This is an optimization exercise on Yosys and OpenROAD, whose aim is small area and a short achievable clock period, not a production implementation. Where RTL was checked, it was by simulation tests only, not by an equivalence proof against the original. No activity file was given, so power comes from the tool's default toggle rates.

## CONV
module CONV(
 input wire reset,  
 input wire clk,  
 input wire signed [7: 0] CONV_iData0,  
 input wire signed [7: 0] CONV_iData1,  
 output reg signed [15: 0] CONV_oData  
);
For scale: roughly 810 cells after synthesis, about 380 flip-flops, roughly 34 I/O pins, ~11000 µm² of cells after synthesis.
export LEC_CHECK = 0
export CAP_MARGIN = 20
export CORE_MARGIN = 2
export CORE_UTILIZATION = 70
export CTS_BUF_LIST = sky130_fd_sc_hd__clkbuf_8
export CTS_CLUSTER_DIAMETER = 40
export CTS_CLUSTER_SIZE = 16
export SLEW_MARGIN = 20
create_clock -name core_clock -period 10.0 [get_ports {clk}]
standard.sh (not shown) runs the stock make flow with config.mk's settings and CLKGATE_MAP_FILE= SYNTH_SCRIPT=/design/flow/synth_recipe.tcl, a recipe that flattens the netlist after the stock synthesis.
==> flow/flow/run.sh <==
#!/bin/bash
# Standard layout, with stronger port buffers, a stronger clock root buffer and
# timing repair aimed at a shorter period than the constraint (the constraint
# itself is unchanged).
set -uo pipefail
export BUFFER_PORTS_ARGS="-buffer_cell sky130_fd_sc_hd__buf_2"
export SETUP_SLACK_MARGIN=7.0
export CTS_ARGS="-sink_clustering_enable -repair_clock_nets -sink_clustering_size 12 -sink_clustering_max_diameter 35 -buf_list sky130_fd_sc_hd__clkbuf_4 -dont_use_dummy_load -root_buf sky130_fd_sc_hd__clkbuf_16"
bash standard.sh > standard_flow.log 2>&1
The first run finished with timing, DRC and antenna clean.
Rerun with:
--- a/flow/design.v
+++ b/flow/design.v
@@ -1,29 +1,29 @@
 module CONV(
  input wire reset,  
  input wire clk,  
  input wire signed [7: 0] CONV_iData0,  
  input wire signed [7: 0] CONV_iData1,  
  output reg signed [15: 0] CONV_oData  
 );
 reg [6:0] cnt;           
+reg [3:0] ii;            
 reg [7:0] ra [0:8];      
 reg [15:0] rf [0:6];     
 reg [15:0] rs [0:7];     
 reg [7:0] bj;            
 reg [15:0] f7s, f7c;     
 reg sw_d;                
 wire load = (cnt < 7'd8);
-wire bubble = (cnt == 7'd15) || (cnt == 7'd24) || (cnt == 7'd33) || (cnt == 7'd42) ||
-              (cnt == 7'd51) || (cnt == 7'd60) || (cnt == 7'd69);
+wire in_block = (cnt >= 7'd7) && (cnt <= 7'd77);
 wire [7:0] ma = ra[6];
 wire [7:0] mb = bj;
 wire [15:0] fb = rf[6];
 wire t1 = (ma[0] & mb[5]) ^ (ma[1] & mb[4]);
 wire t2 = (ma[0] & mb[5]) & (ma[1] & mb[4]);
 wire t3, t4;
 assign {t4, t3} = {1'b0, (ma[0] & mb[6])} + {1'b0, (ma[1] & mb[5])} + {1'b0, (ma[2] & mb[4])};
 wire t5 = (ma[3] & mb[3]) ^ (ma[4] & mb[2]);
 wire t6 = (ma[3] & mb[3]) & (ma[4] & mb[2]);
 wire t7, t8;
 assign {t8, t7} = {1'b0, ~(ma[0] & mb[7])} + {1'b0, (ma[1] & mb[6])} + {1'b0, (ma[2] & mb[5])};
 wire t9, t10;
@@ -191,26 +191,27 @@
 integer s;
 always @(posedge clk) begin
 	if (reset == 0) begin
 		cnt <= 7'd0;
 		CONV_oData <= 16'd0;
 	end else begin
 		cnt <= (cnt == 7'd111) ? 7'd0 : cnt + 7'd1;
 		if (cnt >= 7'd81 && cnt <= 7'd95)
 			CONV_oData <= rs[0];
 		else
 			CONV_oData <= 16'd0;
 	end
-	sw_d <= bubble || (cnt >= 7'd86 && cnt <= 7'd93);
-	if (cnt == 7'd6 || bubble || cnt == 7'd78)
+	ii <= (cnt == 7'd6 || ii == 4'd8) ? 4'd0 : ii + 4'd1;
+	sw_d <= (in_block && ii == 4'd8) || (cnt >= 7'd86 && cnt <= 7'd93);
+	if (cnt == 7'd6 || ii == 4'd8)
 		bj <= (cnt <= 7'd69) ? rs[5][7:0] : 8'd0;
 	f7s <= m_s;
 	f7c <= m_c;
 	ra[0] <= load ? CONV_iData0 : ra[8];
 	for (s = 1; s < 8; s = s + 1)
 		ra[s] <= ra[s-1];
 	ra[8] <= (cnt == 7'd7) ? 8'd0 : ra[7];
 	for (s = 1; s < 7; s = s + 1)
 		rf[s] <= rf[s-1];
 	rf[0] <= (load || (sw_d && cnt <= 7'd77)) ? 16'd0 : f_sum;
 	for (s = 1; s < 8; s = s + 1)
 		rs[s] <= rs[s-1];
The changed run went through all stages and came out clean; cell count rises by about 0.64%; total power increases by 15%; area after synthesis goes up by about 0.4%; fmax is about the same; clock skew fell by 7.8 ps; wire length goes up by about 2.4%; via count is higher by 2.1%; sequential power rose by about 5%; final area went up by 0.87%; first-iteration DRC count climbs by about 36%; combinational power grows by about 110%; non-clock buffer count came out higher by 3.

---

The RTL this note starts from:
==> flow/design.v <==
module CONV(
 input wire reset,  
 input wire clk,  
 input wire signed [7: 0] CONV_iData0,  
 input wire signed [7: 0] CONV_iData1,  
 output reg signed [15: 0] CONV_oData  
);
reg [6:0] cnt;           
reg [3:0] ii;            
reg [2:0] jj;            
reg [7:0] ra [0:8];      
reg [15:0] rf [0:7];     
reg [15:0] rs [0:7];     
reg [7:0] bj;            
reg [15:0] ps, pc;       
reg clr_d, sw_d;         
wire load = (cnt < 7'd8);
wire in_block = (cnt >= 7'd7) && (cnt <= 7'd77);
wire valid = in_block && (ii != 4'd8);
wire clear = (jj == 3'd0) || (ii == 4'd7);
wire swap = (jj != 3'd0) && (ii == 4'd7);
wire [7:0] ma = ra[6];
wire [7:0] mb = bj;
wire t1 = (ma[0] & mb[6]) ^ (ma[1] & mb[5]);
wire t2 = (ma[0] & mb[6]) & (ma[1] & mb[5]);
wire t3 = ~(ma[0] & mb[7]) ^ (ma[1] & mb[6]) ^ (ma[2] & mb[5]);
wire t4 = (~(ma[0] & mb[7]) & (ma[1] & mb[6])) | (~(ma[0] & mb[7]) & (ma[2] & mb[5])) | ((ma[1] & mb[6]) & (ma[2] & mb[5]));
wire t5 = (ma[3] & mb[4]) ^ (ma[4] & mb[3]);
wire t6 = (ma[3] & mb[4]) & (ma[4] & mb[3]);
wire t7 = ~(ma[1] & mb[7]) ^ (ma[2] & mb[6]) ^ (ma[3] & mb[5]);
wire t8 = (~(ma[1] & mb[7]) & (ma[2] & mb[6])) | (~(ma[1] & mb[7]) & (ma[3] & mb[5])) | ((ma[2] & mb[6]) & (ma[3] & mb[5]));
wire t9 = (ma[4] & mb[4]) ^ (ma[5] & mb[3]) ^ (ma[6] & mb[2]);
wire t10 = ((ma[4] & mb[4]) & (ma[5] & mb[3])) | ((ma[4] & mb[4]) & (ma[6] & mb[2])) | ((ma[5] & mb[3]) & (ma[6] & mb[2]));
wire t11 = ~(ma[2] & mb[7]) ^ (ma[3] & mb[6]) ^ (ma[4] & mb[5]);
wire t12 = (~(ma[2] & mb[7]) & (ma[3] & mb[6])) | (~(ma[2] & mb[7]) & (ma[4] & mb[5])) | ((ma[3] & mb[6]) & (ma[4] & mb[5]));
wire t13 = (ma[0] & mb[4]) ^ (ma[1] & mb[3]);
wire t14 = (ma[0] & mb[4]) & (ma[1] & mb[3]);
wire t15 = (ma[0] & mb[5]) ^ (ma[1] & mb[4]) ^ (ma[2] & mb[3]);
wire t16 = ((ma[0] & mb[5]) & (ma[1] & mb[4])) | ((ma[0] & mb[5]) & (ma[2] & mb[3])) | ((ma[1] & mb[4]) & (ma[2] & mb[3]));
wire t17 = (ma[3] & mb[2]) ^ (ma[4] & mb[1]);
wire t18 = (ma[3] & mb[2]) & (ma[4] & mb[1]);
wire t19 = t1 ^ (ma[2] & mb[4]) ^ (ma[3] & mb[3]);
wire t20 = (t1 & (ma[2] & mb[4])) | (t1 & (ma[3] & mb[3])) | ((ma[2] & mb[4]) & (ma[3] & mb[3]));
wire t21 = (ma[4] & mb[2]) ^ (ma[5] & mb[1]) ^ (ma[6] & mb[0]);
wire t22 = ((ma[4] & mb[2]) & (ma[5] & mb[1])) | ((ma[4] & mb[2]) & (ma[6] & mb[0])) | ((ma[5] & mb[1]) & (ma[6] & mb[0]));
wire t23 = t2 ^ t3 ^ t5;
wire t24 = (t2 & t3) | (t2 & t5) | (t3 & t5);
wire t25 = (ma[5] & mb[2]) ^ (ma[6] & mb[1]) ^ ~(ma[7] & mb[0]);
wire t26 = ((ma[5] & mb[2]) & (ma[6] & mb[1])) | ((ma[5] & mb[2]) & ~(ma[7] & mb[0])) | ((ma[6] & mb[1]) & ~(ma[7] & mb[0]));
wire t27 = t4 ^ t6 ^ t7;
wire t28 = (t4 & t6) | (t4 & t7) | (t6 & t7);
wire t29 = t9 ^ ~(ma[7] & mb[1]) ^ 1'b1;
wire t30 = (t9 & ~(ma[7] & mb[1])) | (t9 & 1'b1) | (~(ma[7] & mb[1]) & 1'b1);
wire t31 = t8 ^ t10 ^ t11;
wire t32 = (t8 & t10) | (t8 & t11) | (t10 & t11);
wire t33 = (ma[5] & mb[4]) ^ (ma[6] & mb[3]) ^ ~(ma[7] & mb[2]);
wire t34 = ((ma[5] & mb[4]) & (ma[6] & mb[3])) | ((ma[5] & mb[4]) & ~(ma[7] & mb[2])) | ((ma[6] & mb[3]) & ~(ma[7] & mb[2]));
wire t35 = t12 ^ ~(ma[3] & mb[7]) ^ (ma[4] & mb[6]);
wire t36 = (t12 & ~(ma[3] & mb[7])) | (t12 & (ma[4] & mb[6])) | (~(ma[3] & mb[7]) & (ma[4] & mb[6]));
wire t37 = (ma[5] & mb[5]) ^ (ma[6] & mb[4]) ^ ~(ma[7] & mb[3]);
wire t38 = ((ma[5] & mb[5]) & (ma[6] & mb[4])) | ((ma[5] & mb[5]) & ~(ma[7] & mb[3])) | ((ma[6] & mb[4]) & ~(ma[7] & mb[3]));
wire t39 = ~(ma[4] & mb[7]) ^ (ma[5] & mb[6]) ^ (ma[6] & mb[5]);
wire t40 = (~(ma[4] & mb[7]) & (ma[5] & mb[6])) | (~(ma[4] & mb[7]) & (ma[6] & mb[5])) | ((ma[5] & mb[6]) & (ma[6] & mb[5]));
wire t41 = (ma[0] & mb[3]) ^ (ma[1] & mb[2]);
wire t42 = (ma[0] & mb[3]) & (ma[1] & mb[2]);
wire t43 = t13 ^ (ma[2] & mb[2]) ^ (ma[3] & mb[1]);
wire t44 = (t13 & (ma[2] & mb[2])) | (t13 & (ma[3] & mb[1])) | ((ma[2] & mb[2]) & (ma[3] & mb[1]));
wire t45 = t14 ^ t15 ^ t17;
wire t46 = (t14 & t15) | (t14 & t17) | (t15 & t17);
wire t47 = t16 ^ t18 ^ t19;
wire t48 = (t16 & t18) | (t16 & t19) | (t18 & t19);
wire t49 = t20 ^ t22 ^ t23;
wire t50 = (t20 & t22) | (t20 & t23) | (t22 & t23);
wire t51 = t24 ^ t26 ^ t27;
wire t52 = (t24 & t26) | (t24 & t27) | (t26 & t27);
wire t53 = t28 ^ t30 ^ t31;
wire t54 = (t28 & t30) | (t28 & t31) | (t30 & t31);
wire t55 = t32 ^ t34 ^ t35;
wire t56 = (t32 & t34) | (t32 & t35) | (t34 & t35);
wire t57 = t36 ^ t38 ^ t39;
wire t58 = (t36 & t38) | (t36 & t39) | (t38 & t39);
wire t59 = t40 ^ ~(ma[5] & mb[7]) ^ (ma[6] & mb[6]);
wire t60 = (t40 & ~(ma[5] & mb[7])) | (t40 & (ma[6] & mb[6])) | (~(ma[5] & mb[7]) & (ma[6] & mb[6]));
wire t61 = (ma[0] & mb[2]) ^ (ma[1] & mb[1]);
wire t62 = (ma[0] & mb[2]) & (ma[1] & mb[1]);
wire t63 = t41 ^ (ma[2] & mb[1]) ^ (ma[3] & mb[0]);
wire t64 = (t41 & (ma[2] & mb[1])) | (t41 & (ma[3] & mb[0])) | ((ma[2] & mb[1]) & (ma[3] & mb[0]));
wire t65 = t42 ^ t43 ^ (ma[4] & mb[0]);
wire t66 = (t42 & t43) | (t42 & (ma[4] & mb[0])) | (t43 & (ma[4] & mb[0]));
wire t67 = t44 ^ t45 ^ (ma[5] & mb[0]);
wire t68 = (t44 & t45) | (t44 & (ma[5] & mb[0])) | (t45 & (ma[5] & mb[0]));
wire t69 = t46 ^ t47 ^ t21;
wire t70 = (t46 & t47) | (t46 & t21) | (t47 & t21);
wire t71 = t48 ^ t49 ^ t25;
wire t72 = (t48 & t49) | (t48 & t25) | (t49 & t25);
wire t73 = t50 ^ t51 ^ t29;
wire t74 = (t50 & t51) | (t50 & t29) | (t51 & t29);
wire t75 = t52 ^ t53 ^ t33;
wire t76 = (t52 & t53) | (t52 & t33) | (t53 & t33);
wire t77 = t54 ^ t55 ^ t37;
wire t78 = (t54 & t55) | (t54 & t37) | (t55 & t37);
wire t79 = t56 ^ t57 ^ ~(ma[7] & mb[4]);
wire t80 = (t56 & t57) | (t56 & ~(ma[7] & mb[4])) | (t57 & ~(ma[7] & mb[4]));
wire t81 = t58 ^ t59 ^ ~(ma[7] & mb[5]);
wire t82 = (t58 & t59) | (t58 & ~(ma[7] & mb[5])) | (t59 & ~(ma[7] & mb[5]));
wire t83 = t60 ^ ~(ma[6] & mb[7]) ^ ~(ma[7] & mb[6]);
wire t84 = (t60 & ~(ma[6] & mb[7])) | (t60 & ~(ma[7] & mb[6])) | (~(ma[6] & mb[7]) & ~(ma[7] & mb[6]));
wire [15:0] m_s = {1'b1, t84, t82, t80, t78, t76, t74, t72, t70, t68, t66, t64, t62, t61, (ma[0] & mb[1]), (ma[0] & mb[0])};
wire [15:0] m_c = {1'b0, (ma[7] & mb[7]), t83, t81, t79, t77, t75, t73, t71, t69, t67, t65, t63, (ma[2] & mb[0]), (ma[1] & mb[0]), 1'b0};
wire [15:0] f_in = rf[7];
wire [15:0] base = clr_d ? 16'd0 : f_in;
wire [15:0] s3 = base ^ ps ^ pc;
wire [15:0] c3 = {(base[14:0] & ps[14:0]) | (base[14:0] & pc[14:0]) | (ps[14:0] & pc[14:0]), 1'b0};
wire [15:0] sum = s3 + c3;
integer s;
always @(posedge clk) begin
	if (reset == 0) begin
		cnt <= 7'd0;
		CONV_oData <= 16'd0;
	end else begin
		cnt <= (cnt == 7'd111) ? 7'd0 : cnt + 7'd1;
		if (cnt >= 7'd81 && cnt <= 7'd87)
			CONV_oData <= rs[0];
		else if (cnt >= 7'd88 && cnt <= 7'd95)
			CONV_oData <= rf[0];
		else
			CONV_oData <= 16'd0;
	end
	if (cnt == 7'd6) begin
		ii <= 4'd0;
		jj <= 3'd0;
	end else if (ii == 4'd8) begin
		ii <= 4'd0;
		jj <= jj + 3'd1;
	end else
		ii <= ii + 4'd1;
	clr_d <= clear && valid && reset;
	sw_d <= swap && valid && reset;
	if (cnt == 7'd6 || ii == 4'd8)
		bj <= rs[5][7:0];
	if (valid && reset) begin
		ps <= m_s;
		pc <= m_c;
	end else begin
		ps <= 16'd0;
		pc <= 16'd0;
	end
	ra[0] <= load ? CONV_iData0 : ra[8];
	for (s = 1; s < 9; s = s + 1)
		ra[s] <= ra[s-1];
	for (s = 1; s < 8; s = s + 1) begin
		rf[s] <= rf[s-1];
		rs[s] <= rs[s-1];
	end
	rf[0] <= sum;
	rs[0] <= load ? {rs[7][15:8], CONV_iData1} : sw_d ? f_in : rs[7];
end
endmodule
clock: 10.0 ns
lec_check: 0
cap_margin: 20
core_margin: 2
core_utilization: 70
cts_buf_list: sky130_fd_sc_hd__clkbuf_8
cts_cluster_diameter: 40
cts_cluster_size: 16
slew_margin: 20
==> flow/flow/run.sh <==
#!/bin/bash
# Standard layout, with stronger port buffers and timing repair aimed at a
# shorter period than the constraint (the constraint itself is unchanged).
set -uo pipefail
export BUFFER_PORTS_ARGS="-buffer_cell sky130_fd_sc_hd__buf_2"
export SETUP_SLACK_MARGIN=7.0
bash standard.sh > standard_flow.log 2>&1
Edit:
--- a/flow/design.v
+++ b/flow/design.v
@@ -107,13 +107,11 @@
 wire t84 = (t60 & ~(ma[6] & mb[7])) | (t60 & ~(ma[7] & mb[6])) | (~(ma[6] & mb[7]) & ~(ma[7] & mb[6]));
 wire [15:0] m_s = {1'b1, t84, t82, t80, t78, t76, t74, t72, t70, t68, t66, t64, t62, t61, (ma[0] & mb[1]), (ma[0] & mb[0])};
 wire [15:0] m_c = {1'b0, (ma[7] & mb[7]), t83, t81, t79, t77, t75, t73, t71, t69, t67, t65, t63, (ma[2] & mb[0]), (ma[1] & mb[0]), 1'b0};
 wire [15:0] f_in = rf[7];
 wire [15:0] base = clr_d ? 16'd0 : f_in;
-wire [15:0] s3 = base ^ ps ^ pc;
-wire [15:0] c3 = {(base[14:0] & ps[14:0]) | (base[14:0] & pc[14:0]) | (ps[14:0] & pc[14:0]), 1'b0};
-wire [15:0] sum = s3 + c3;
+wire [15:0] sum = base + ps + pc;
 integer s;
 always @(posedge clk) begin
 	if (reset == 0) begin
 		cnt <= 7'd0;
 		CONV_oData <= 16'd0;
@@ -135,21 +133,17 @@
 	end else
 		ii <= ii + 4'd1;
 	clr_d <= clear && valid && reset;
 	sw_d <= swap && valid && reset;
 	if (cnt == 7'd6 || ii == 4'd8)
-		bj <= rs[5][7:0];
-	if (valid && reset) begin
-		ps <= m_s;
-		pc <= m_c;
-	end else begin
-		ps <= 16'd0;
-		pc <= 16'd0;
-	end
+		bj <= (cnt <= 7'd69) ? rs[5][7:0] : 8'd0;
+	ps <= m_s;
+	pc <= m_c;
 	ra[0] <= load ? CONV_iData0 : ra[8];
-	for (s = 1; s < 9; s = s + 1)
+	for (s = 1; s < 8; s = s + 1)
 		ra[s] <= ra[s-1];
+	ra[8] <= (cnt == 7'd7) ? 8'd0 : ra[7];
 	for (s = 1; s < 8; s = s + 1) begin
 		rf[s] <= rf[s-1];
 		rs[s] <= rs[s-1];
 	end
 	rf[0] <= sum;
Clock skew fell by 4.3 ps.
Worst setup slack degrades by 6.9 ps.
Final cell count fell by a few percent.
Hold slack degrades by 3.8 ps.
Global-route usage fell by 0.66 points.
Register-to-register slack barely changes.
Clock power fell by a few percent.
Via count fell by a few percent.
For the first run of this note, only the layout was checked, not whether the RTL still works.

## static timing again, ports no longer ideal
Ports are ideal in the flow. The routed layouts listed here were re-timed in OpenROAD. Step 1 assumes that a clkbuf_16 drives the clock port and a buf_2 every other input. Step 2, shift: input delay + t, output delay - t, t = (earliest + latest rising clock arrival at the registers) / 2. This alone moves slack from input paths to output paths. Slacks: ideal ports / drivers / drivers and shift; pairs: ideal ports / drivers.
run | shift t [ns] | setup WS [ns] | worst setup path after step 2 | slew at the worst register clock pin (ns)
the first run of note 1 | 0.505 | 7.039 / 6.998 / 6.859 | input to register | 0.12 / 0.12
the second run of note 1 | 0.506 | 7.043 / 7.003 / 6.843 | input to register | 0.11 / 0.11
the first run of note 2 | 0.568 | 7.015 / 6.974 / 6.759 | input to register | 0.10 / 0.10
the second run of note 2 | 0.572 | 7.008 / 6.969 / 6.899 | input to register | 0.09 / 0.09
After both steps setup and hold are still met in every run listed. For the first run of note 2, which loses most, drivers alone change the setup slack by -0.041 ns; drivers and shift together by -0.256 ns.
